Source: an optimization exercise on an open RTL-to-GDS flow (aim: small area, a short achievable clock period and few clock cycles per item). Production flows keep margins and buffers that such runs may drop. At most, simulation tests tie the RTL to the original design; equivalence was not proved. Power is estimated from default activity; no workload was simulated.

sierra:
==> module CONV, before the edit <==
module CONV(
    input             clk,
    input             reset,
    output reg        busy,
    input             ready,
    output reg [11:0] iaddr,
    input      [19:0] idata,
    output reg        cwr,
    output reg [11:0] caddr_wr,
    output reg [19:0] cdata_wr,
    output reg        crd,
    output reg [11:0] caddr_rd,
    input      [19:0] cdata_rd,
    output     [2:0]  csel
  );
reg        s_pre, w_pre;
reg  [3:0] s_b, w_b;
reg  [6:0] s_j, w_j;
reg  [3:0] s_ph, w_ph;
reg        s_run, w_run;
localparam MACLAT = 2;    
reg  [MACLAT+2:0] w_dly;
wire s_last = (s_ph == 4'd9);
always @(posedge clk or posedge reset) begin
  if (reset) begin
    s_pre <= 1'b1; s_b <= 4'd0; s_j <= 7'd0; s_ph <= 4'd0;
  end else if (s_run) begin
    s_ph <= s_last ? 4'd0 : s_ph + 4'd1;
    if (s_last) begin
      if (s_pre) s_pre <= 1'b0;
      else if (s_j == 7'd64) begin s_j <= 7'd0; s_b <= s_b + 4'd1; end
      else s_j <= s_j + 7'd1;
    end
  end
end
wire w_last = (w_ph == 4'd9);
always @(posedge clk or posedge reset) begin
  if (reset) begin
    w_pre <= 1'b1; w_b <= 4'd0; w_j <= 7'd0; w_ph <= 4'd0;
  end else if (w_run) begin
    w_ph <= w_last ? 4'd0 : w_ph + 4'd1;
    if (w_last) begin
      if (w_pre) w_pre <= 1'b0;
      else if (w_j == 7'd64) begin w_j <= 7'd0; w_b <= w_b + 4'd1; end
      else w_j <= w_j + 7'd1;
    end
  end
end
wire w_end = (w_b == 4'd8) && (w_j == 7'd2) && (w_ph == 4'd2);
wire s_end = s_b[3];
reg idle;
always @(posedge clk or posedge reset) begin
  if (reset) begin
    busy <= 1'b0; idle <= 1'b1; s_run <= 1'b0; w_run <= 1'b0; w_dly <= 0;
  end else begin
    w_dly <= {w_dly[MACLAT+1:0], 1'b0};
    if (ready && idle) begin
      busy <= 1'b1; idle <= 1'b0; s_run <= 1'b1; w_dly[0] <= 1'b1;
    end
    if (w_dly[MACLAT+2]) w_run <= 1'b1;
    if (s_end) s_run <= 1'b0;
    if (w_run && w_end) begin
      busy <= 1'b0; w_run <= 1'b0;
    end
  end
end
wire [5:0] s_row = {s_b[2:0], 3'b000} + {2'b00, s_ph} - 6'd1;
wire s_zero = s_pre || (s_j == 7'd64) || (s_b[3]) ||
              (s_b[2:0] == 3'd0 && s_ph == 4'd0) || (s_b[2:0] == 3'd7 && s_ph == 4'd9);
reg zero_q;
always @(posedge clk) begin
  iaddr  <= {s_row, s_j[5:0]};
  zero_q <= s_zero;
end
reg [19:0] sr [0:22];
integer k;
always @(posedge clk) begin
  sr[0] <= zero_q ? 20'd0 : idata;
  for (k = 1; k < 23; k = k + 1) sr[k] <= sr[k-1];
end
wire        m_neg;
wire [19:0] m_val;
conv_mac mac(
  .clk(clk),
  .p0(sr[22]), .p1(sr[12]), .p2(sr[2]),
  .p3(sr[21]), .p4(sr[11]), .p5(sr[1]),
  .p6(sr[20]), .p7(sr[10]), .p8(sr[0]),
  .neg(m_neg), .val(m_val)
);
reg         l0_neg;
reg  [19:0] l0_val;
always @(posedge clk) begin
  l0_neg <= m_neg;
  l0_val <= m_val;
end
wire [19:0] l0_word = l0_neg ? 20'd0 : l0_val;
wire [6:0] w_jm3 = w_j - 7'd3;
wire       p_valid = !w_pre && ((w_j >= 7'd3) ? !w_b[3] : (w_j != 7'd2 && w_b != 4'd0));
wire [2:0] p_b     = (w_j >= 7'd3) ? w_b[2:0] : w_b[2:0] - 3'd1;
wire [4:0] p_c     = (w_j >= 7'd3) ? w_jm3[5:1] : 5'd31;
wire       p_h     = (w_j >= 7'd3) ? w_jm3[0] : w_j[0];
wire [6:0] w_jm4 = w_j - 7'd4;
wire       q_valid = !w_pre && ((w_j >= 7'd4) ? !w_b[3] : (w_j != 7'd3 && w_b != 4'd0));
wire [2:0] q_b     = (w_j >= 7'd4) ? w_b[2:0] : w_b[2:0] - 3'd1;
wire [4:0] q_c     = (w_j >= 7'd4) ? w_jm4[5:1] : (w_j == 7'd0 ? 5'd30 : 5'd31);
wire       q_h     = (w_j >= 7'd4) ? w_jm4[0] : (w_j == 7'd0 ? 1'b1 : w_j[1]);
wire [3:0] w_s  = w_ph - 4'd2;
wire       v0   = !w_pre && !w_b[3] && (w_ph >= 4'd2) && (w_j != 7'd0);
wire       v1   = q_valid && (w_ph <= 4'd1);
wire       vrd  = p_valid && (w_ph >= 4'd2);
reg  [19:0] rdq, acc, hold;
reg         ld, hold_en;
wire [19:0] mx = (rdq > acc) ? rdq : acc;
always @(posedge clk) begin
  rdq     <= cdata_rd;
  ld      <= (w_ph == 4'd3) || (w_ph == 4'd7);
  hold_en <= (w_ph == 4'd7);
  acc     <= ld ? rdq : mx;
  if (hold_en) hold <= acc;
end
reg cwr_l1;
assign csel = {1'b0, cwr_l1, 1'b1};
always @(posedge clk or posedge reset) begin
  if (reset) begin
    cwr <= 1'b0; crd <= 1'b0; cwr_l1 <= 1'b0;
  end else begin
    cwr    <= w_run && (v0 || v1);
    crd    <= w_run && vrd;
    cwr_l1 <= w_run && v1;
  end
end
always @(posedge clk) begin
  caddr_rd <= {p_b, p_h, w_s[2], w_s[1], p_c, w_s[0]};
  if (v0) begin
    caddr_wr <= {w_b[2:0], w_s[2:0], w_j[5:0] - 6'd1};
    cdata_wr <= l0_word;
  end else begin
    caddr_wr <= {2'b00, q_b, q_h, w_ph[0], q_c};
    cdata_wr <= w_ph[0] ? mx : hold;
  end
end
endmodule
Settings: LEC_CHECK=0, ABC_CLOCK_PERIOD_IN_PS=3000, CAP_MARGIN=20, CORE_MARGIN=2, CORE_UTILIZATION=65, CTS_CLUSTER_DIAMETER=80, CTS_CLUSTER_SIZE=24, PLACE_DENSITY=0.75, SLEW_MARGIN=20, SYNTH_HIERARCHICAL=1, SYNTH_MINIMUM_KEEP_SIZE=0; clock period 10.0 ns.
standard.sh (not shown) runs the stock make flow with config.mk's settings and CLKGATE_MAP_FILE= SYNTH_SCRIPT=/design/flow/synth_recipe.tcl, a recipe that flattens the netlist after the stock synthesis.
==> flow/flow/run.sh <==
#!/bin/bash
set -euo pipefail
export BUFFER_PORTS_ARGS="-buffer_cell sky130_fd_sc_hd__buf_2"
export SETUP_SLACK_MARGIN=6.7
bash standard.sh > standard.log 2>&1
Edits applied to the flow inputs when going from sierra to raven:
--- a/flow/design.v
+++ b/flow/design.v
@@ -108,17 +108,22 @@
 wire [3:0] w_s  = w_ph - 4'd2;
 wire       v0   = !w_pre && !w_b[3] && (w_ph >= 4'd2) && (w_j != 7'd0);
 wire       v1   = q_valid && (w_ph <= 4'd1);
 wire       vrd  = p_valid && (w_ph >= 4'd2);
-reg  [19:0] rdq, acc, hold;
-reg         ld, hold_en;
-wire [19:0] mx = (rdq > acc) ? rdq : acc;
+reg  [19:0] rdq, acc_a, acc_b;
+reg         a_ld, a_mx, b_ld, b_mx;
+wire [19:0] max_a = (rdq > acc_a) ? rdq : acc_a;
+wire [19:0] max_b = (rdq > acc_b) ? rdq : acc_b;
 always @(posedge clk) begin
-  rdq     <= cdata_rd;
-  ld      <= (w_ph == 4'd3) || (w_ph == 4'd7);
-  hold_en <= (w_ph == 4'd7);
-  acc     <= ld ? rdq : mx;
-  if (hold_en) hold <= acc;
+  rdq  <= cdata_rd;
+  a_ld <= (w_ph == 4'd3);
+  a_mx <= (w_ph >= 4'd4 && w_ph <= 4'd6);
+  b_ld <= (w_ph == 4'd7);
+  b_mx <= (w_ph >= 4'd8);
+  if (a_ld) acc_a <= rdq;
+  else if (a_mx) acc_a <= max_a;
+  if (b_ld) acc_b <= rdq;
+  else if (b_mx) acc_b <= max_b;
 end
 reg cwr_l1;
 assign csel = {1'b0, cwr_l1, 1'b1};
 always @(posedge clk or posedge reset) begin
@@ -136,9 +141,9 @@
     caddr_wr <= {w_b[2:0], w_s[2:0], w_j[5:0] - 6'd1};
     cdata_wr <= l0_word;
   end else begin
     caddr_wr <= {2'b00, q_b, q_h, w_ph[0], q_c};
-    cdata_wr <= w_ph[0] ? mx : hold;
+    cdata_wr <= w_ph[0] ? max_b : acc_a;
   end
 end
 endmodule
 module conv_mac(
==> run notes <==
Overall global routing resource usage, sierra and raven: larger value in sierra. Where worst setup margin is concerned, sierra is outperformed by raven. In raven the number of CTS-inserted buffers turned out 1 higher than in sierra. sierra -> raven: post-synthesis instance total increased by a few percent. Between sierra and raven, the difference in count of sequential standard cells is negligible.
No run of this note included a check of the RTL's function; only the layout flow was run.

Another version of the RTL of CONV (not shown whole).
Size in the first run: ~2800 cells after synthesis, roughly 980 flip-flops, ~0.045 mm2 of cells after synthesis.
==> module CONV, before the edit <==
module CONV(
    input             clk,
    input             reset,
    output reg        busy,
    input             ready,
    output reg [11:0] iaddr,
    input      [19:0] idata,
    output reg        cwr,
    output reg [11:0] caddr_wr,
    output reg [19:0] cdata_wr,
    output reg        crd,
    output reg [11:0] caddr_rd,
    input      [19:0] cdata_rd,
    output     [2:0]  csel
  );
reg        s_pre, w_pre;
reg  [3:0] s_b, w_b;
reg  [6:0] s_j, w_j;
reg  [3:0] s_ph, w_ph;
reg        s_run, w_run;
localparam MACLAT = 2;    
reg  [MACLAT+2:0] w_dly;
wire s_last = (s_ph == 4'd9);
always @(posedge clk or posedge reset) begin
  if (reset) begin
    s_pre <= 1'b1; s_b <= 4'd0; s_j <= 7'd0; s_ph <= 4'd0;
  end else if (s_run) begin
    s_ph <= s_last ? 4'd0 : s_ph + 4'd1;
    if (s_last) begin
      if (s_pre) s_pre <= 1'b0;
      else if (s_j == 7'd64) begin s_j <= 7'd0; s_b <= s_b + 4'd1; end
      else s_j <= s_j + 7'd1;
    end
  end
end
wire       w_last = (w_ph == 4'd9);
wire       w_step = w_run && w_last;
wire [3:0] wn_ph  = !w_run ? w_ph : (w_last ? 4'd0 : w_ph + 4'd1);
wire       wn_pre = w_step ? 1'b0 : w_pre;
wire [6:0] wn_j   = (w_step && !w_pre) ? ((w_j == 7'd64) ? 7'd0 : w_j + 7'd1) : w_j;
wire [3:0] wn_b   = (w_step && !w_pre && w_j == 7'd64) ? w_b + 4'd1 : w_b;
always @(posedge clk or posedge reset) begin
  if (reset) begin
    w_pre <= 1'b1; w_b <= 4'd0; w_j <= 7'd0; w_ph <= 4'd0;
  end else begin
    w_pre <= wn_pre; w_b <= wn_b; w_j <= wn_j; w_ph <= wn_ph;
  end
end
wire w_end = (w_b == 4'd8) && (w_j == 7'd2) && (w_ph == 4'd2);
wire s_end = s_b[3];
reg idle;
always @(posedge clk or posedge reset) begin
  if (reset) begin
    busy <= 1'b0; idle <= 1'b1; s_run <= 1'b0; w_run <= 1'b0; w_dly <= 0;
  end else begin
    w_dly <= {w_dly[MACLAT+1:0], 1'b0};
    if (ready && idle) begin
      busy <= 1'b1; idle <= 1'b0; s_run <= 1'b1; w_dly[0] <= 1'b1;
    end
    if (w_dly[MACLAT+2]) w_run <= 1'b1;
    if (s_end) s_run <= 1'b0;
    if (w_run && w_end) begin
      busy <= 1'b0; w_run <= 1'b0;
    end
  end
end
wire [5:0] s_row = {s_b[2:0], 3'b000} + {2'b00, s_ph} - 6'd1;
wire s_zero = s_pre || (s_j == 7'd64) || (s_b[3]) ||
              (s_b[2:0] == 3'd0 && s_ph == 4'd0) || (s_b[2:0] == 3'd7 && s_ph == 4'd9);
reg zero_q;
always @(posedge clk) begin
  iaddr  <= {s_row, s_j[5:0]};
  zero_q <= s_zero;
end
reg [19:0] sr [0:22];
integer k;
always @(posedge clk) begin
  sr[0] <= zero_q ? 20'd0 : idata;
  for (k = 1; k < 23; k = k + 1) sr[k] <= sr[k-1];
end
wire        m_neg;
wire [19:0] m_val;
conv_mac mac(
  .clk(clk),
  .p0(sr[22]), .p1(sr[12]), .p2(sr[2]),
  .p3(sr[21]), .p4(sr[11]), .p5(sr[1]),
  .p6(sr[20]), .p7(sr[10]), .p8(sr[0]),
  .neg(m_neg), .val(m_val)
);
reg         l0_neg;
reg  [19:0] l0_val;
always @(posedge clk) begin
  l0_neg <= m_neg;
  l0_val <= m_val;
end
wire [19:0] l0_word = l0_neg ? 20'd0 : l0_val;
wire [6:0] w_jm3 = w_j - 7'd3;
wire       p_valid = !w_pre && ((w_j >= 7'd3) ? !w_b[3] : (w_j != 7'd2 && w_b != 4'd0));
wire [2:0] p_b     = (w_j >= 7'd3) ? w_b[2:0] : w_b[2:0] - 3'd1;
wire [4:0] p_c     = (w_j >= 7'd3) ? w_jm3[5:1] : 5'd31;
wire       p_h     = (w_j >= 7'd3) ? w_jm3[0] : w_j[0];
wire [6:0] w_jm4 = w_j - 7'd4;
wire       q_valid = !w_pre && ((w_j >= 7'd4) ? !w_b[3] : (w_j != 7'd3 && w_b != 4'd0));
wire [2:0] q_b     = (w_j >= 7'd4) ? w_b[2:0] : w_b[2:0] - 3'd1;
wire [4:0] q_c     = (w_j >= 7'd4) ? w_jm4[5:1] : (w_j == 7'd0 ? 5'd30 : 5'd31);
wire       q_h     = (w_j >= 7'd4) ? w_jm4[0] : (w_j == 7'd0 ? 1'b1 : w_j[1]);
wire [3:0] w_s  = w_ph - 4'd2;
reg        v0;      
always @(posedge clk) v0 <= !wn_pre && !wn_b[3] && (wn_ph >= 4'd2) && (wn_j != 7'd0);
wire       v1   = q_valid && (w_ph <= 4'd1);
wire       vrd  = p_valid && (w_ph >= 4'd2);
reg  [19:0] rdq, acc, hold;
reg         ld, hold_en;
wire [19:0] mx = (rdq > acc) ? rdq : acc;
always @(posedge clk) begin
  rdq     <= cdata_rd;
  ld      <= (w_ph == 4'd3) || (w_ph == 4'd7);
  hold_en <= (w_ph == 4'd7);
  acc     <= ld ? rdq : mx;
  if (hold_en) hold <= acc;
end
reg cwr_l1;
assign csel = {1'b0, cwr_l1, 1'b1};
always @(posedge clk or posedge reset) begin
  if (reset) begin
    cwr <= 1'b0; crd <= 1'b0; cwr_l1 <= 1'b0;
  end else begin
    cwr    <= w_run && (v0 || v1);
    crd    <= w_run && vrd;
    cwr_l1 <= w_run && v1;
  end
end
always @(posedge clk) begin
  caddr_rd <= {p_b, p_h, w_s[2], w_s[1], p_c, w_s[0]};
  if (v0) begin
    caddr_wr <= {w_b[2:0], w_s[2:0], w_j[5:0] - 6'd1};
    cdata_wr <= l0_word;
  end else begin
    caddr_wr <= {2'b00, q_b, q_h, w_ph[0], q_c};
    cdata_wr <= w_ph[0] ? mx : hold;
  end
end
endmodule
==> flow/config.mk <==
export PLATFORM = sky130hd
export DESIGN_NAME = CONV
export DESIGN_NICKNAME = CONV
export VERILOG_FILES = /design/flow/design.v
export SDC_FILE = /design/flow/constraint.sdc
export NUM_CORES = 4
export LEC_CHECK = 0
export ABC_CLOCK_PERIOD_IN_PS = 3000
export CAP_MARGIN = 20
export CORE_MARGIN = 2
export CORE_UTILIZATION = 65
export CTS_CLUSTER_DIAMETER = 80
export CTS_CLUSTER_SIZE = 24
export PLACE_DENSITY = 0.75
export SLEW_MARGIN = 20
export SYNTH_HIERARCHICAL = 1
export SYNTH_MINIMUM_KEEP_SIZE = 0
==> flow/constraint.sdc <==
create_clock -name core_clock -period 10.0 [get_ports {clk}]
set_input_delay 2.0000 -clock core_clock [delete_from_list [all_inputs] [get_ports {clk}]]
set_output_delay 2.0000 -clock core_clock [all_outputs]
set_load 0.01 [all_outputs]
==> flow/flow/run.sh <==
#!/bin/bash
# Layout: the standard flow (standard.sh), with these changes to how it is made:
#  - ports are buffered with buf_2 instead of the default weakest buffer;
#  - after placement, the shift register's tap flip-flops are upsized (upsize.tcl).
# Constraints (constraint.sdc, 10 ns clock) are unchanged.
set -euo pipefail
export BUFFER_PORTS_ARGS="-buffer_cell sky130_fd_sc_hd__buf_2"
export SETUP_SLACK_MARGIN=6.7
bash standard.sh synth floorplan place > standard_place.log 2>&1
RESULTS=orfs/results/sky130hd/CONV/base \
LIBERTY=$FLOW_HOME/platforms/sky130hd/lib/sky130_fd_sc_hd__tt_025C_1v80.lib \
  openroad -no_init -exit flow/upsize.tcl > upsize.log 2>&1
bash standard.sh > standard.log 2>&1
==> flow/flow/upsize.tcl <==
# Upsize the pixel shift register's tap flip-flops (the ones that feed the adder
# tree, fanout 6-9) from dfxtp_1 to dfxtp_2, then legalize. Runs on the placed
# design, before clock tree synthesis.
set results $::env(RESULTS)
read_db $results/3_place.odb
read_liberty $::env(LIBERTY)
set n 0
set m [[ord::get_db] findMaster sky130_fd_sc_hd__dfxtp_2]
foreach inst [[ord::get_db_block] getInsts] {
  set name [$inst getName]
  if {[regexp {^sr\\\[(0|1|2|10|11|12|20|21|22)\\\]} $name] &&
      [[$inst getMaster] getName] eq "sky130_fd_sc_hd__dfxtp_1"} {
    $inst swapMaster $m
    incr n
  }
}
puts "upsized $n tap flip-flops"
detailed_placement
check_placement
write_db $results/3_place.odb
Testbench counts at the start, summed over its fixed seeds: cycles 41,912, images 8.
Edit:
--- a/flow/design.v
+++ b/flow/design.v
@@ -107,20 +107,19 @@
 wire       q_h     = (w_j >= 7'd4) ? w_jm4[0] : (w_j == 7'd0 ? 1'b1 : w_j[1]);
 wire [3:0] w_s  = w_ph - 4'd2;
 reg        v0;      
 always @(posedge clk) v0 <= !wn_pre && !wn_b[3] && (wn_ph >= 4'd2) && (wn_j != 7'd0);
 wire       v1   = q_valid && (w_ph <= 4'd1);
 wire       vrd  = p_valid && (w_ph >= 4'd2);
-reg  [19:0] rdq, acc, hold;
+reg  [19:0] acc, hold;
 reg         ld, hold_en;
-wire [19:0] mx = (rdq > acc) ? rdq : acc;
+wire [19:0] mx = (cdata_rd > acc) ? cdata_rd : acc;
 always @(posedge clk) begin
-  rdq     <= cdata_rd;
-  ld      <= (w_ph == 4'd3) || (w_ph == 4'd7);
-  hold_en <= (w_ph == 4'd7);
-  acc     <= ld ? rdq : mx;
+  ld      <= (w_ph == 4'd2) || (w_ph == 4'd6);
+  hold_en <= (w_ph == 4'd6);
+  acc     <= ld ? cdata_rd : mx;
   if (hold_en) hold <= acc;
 end
 reg cwr_l1;
 assign csel = {1'b0, cwr_l1, 1'b1};
 always @(posedge clk or posedge reset) begin
   if (reset) begin
@@ -134,14 +133,14 @@
 always @(posedge clk) begin
   caddr_rd <= {p_b, p_h, w_s[2], w_s[1], p_c, w_s[0]};
   if (v0) begin
     caddr_wr <= {w_b[2:0], w_s[2:0], w_j[5:0] - 6'd1};
     cdata_wr <= l0_word;
   end else begin
-    caddr_wr <= {2'b00, q_b, q_h, w_ph[0], q_c};
-    cdata_wr <= w_ph[0] ? mx : hold;
+    caddr_wr <= {2'b00, q_b, q_h, ~w_ph[0], q_c};
+    cdata_wr <= w_ph[0] ? hold : mx;
   end
 end
 endmodule
 module conv_mac(
   input clk,
   input [19:0] p0, p1, p2, p3, p4, p5, p6, p7, p8,
Result: Die area falls by 0.44%; area after synthesis goes down by 0.44%; critical path depth climbs by 9; via count goes up by 2.0%; total power rises by 3.5%; clock skew falls by 0.0030 ns; setup slack loses 0.26 ns; routed wire length rises by 0.79%.
The RTL of the second run of this note was laid out without a check of its function.

==> separate check: timing with driven ports <==
No port has a modelled driver above. Below, the same layouts with a new extraction and two added sets of constraints.
Step 1 (the two cells are an assumption about what drives the block):
set clk [get_ports {clk}]
set_driving_cell -lib_cell sky130_fd_sc_hd__clkbuf_16 $clk
set_driving_cell -lib_cell sky130_fd_sc_hd__buf_2 [delete_from_list [all_inputs] $clk]
Step 2 also shifts input and output timing later by t, the mid clock arrival at the registers, as if the neighbouring blocks saw the same clock.
Slacks: ideal ports / drivers / drivers and shift; pairs: ideal ports / drivers.
run	t, ns	slack for setup (ns)	hold WS [ns]	slew at the worst register clock pin (ns)
sierra	0.721	6.685 / 6.685 / 6.685	0.313 / 0.313 / 0.313	0.10 / 0.10
raven	0.712	6.693 / 6.693 / 6.693	0.321 / 0.321 / 0.321	0.10 / 0.10
the first run of note 2	0.722	6.834 / 6.765 / 6.878	0.320 / 0.320 / 0.320	0.10 / 0.10
the second run of note 2	0.712	6.569 / 6.595 / 5.884	0.324 / 0.324 / 0.324	0.10 / 0.10
After both steps every run listed still meets setup and hold. The setup slack of the second run of note 2, which loses most, moves by +0.026 ns with the drivers and by -0.685 ns with both steps.
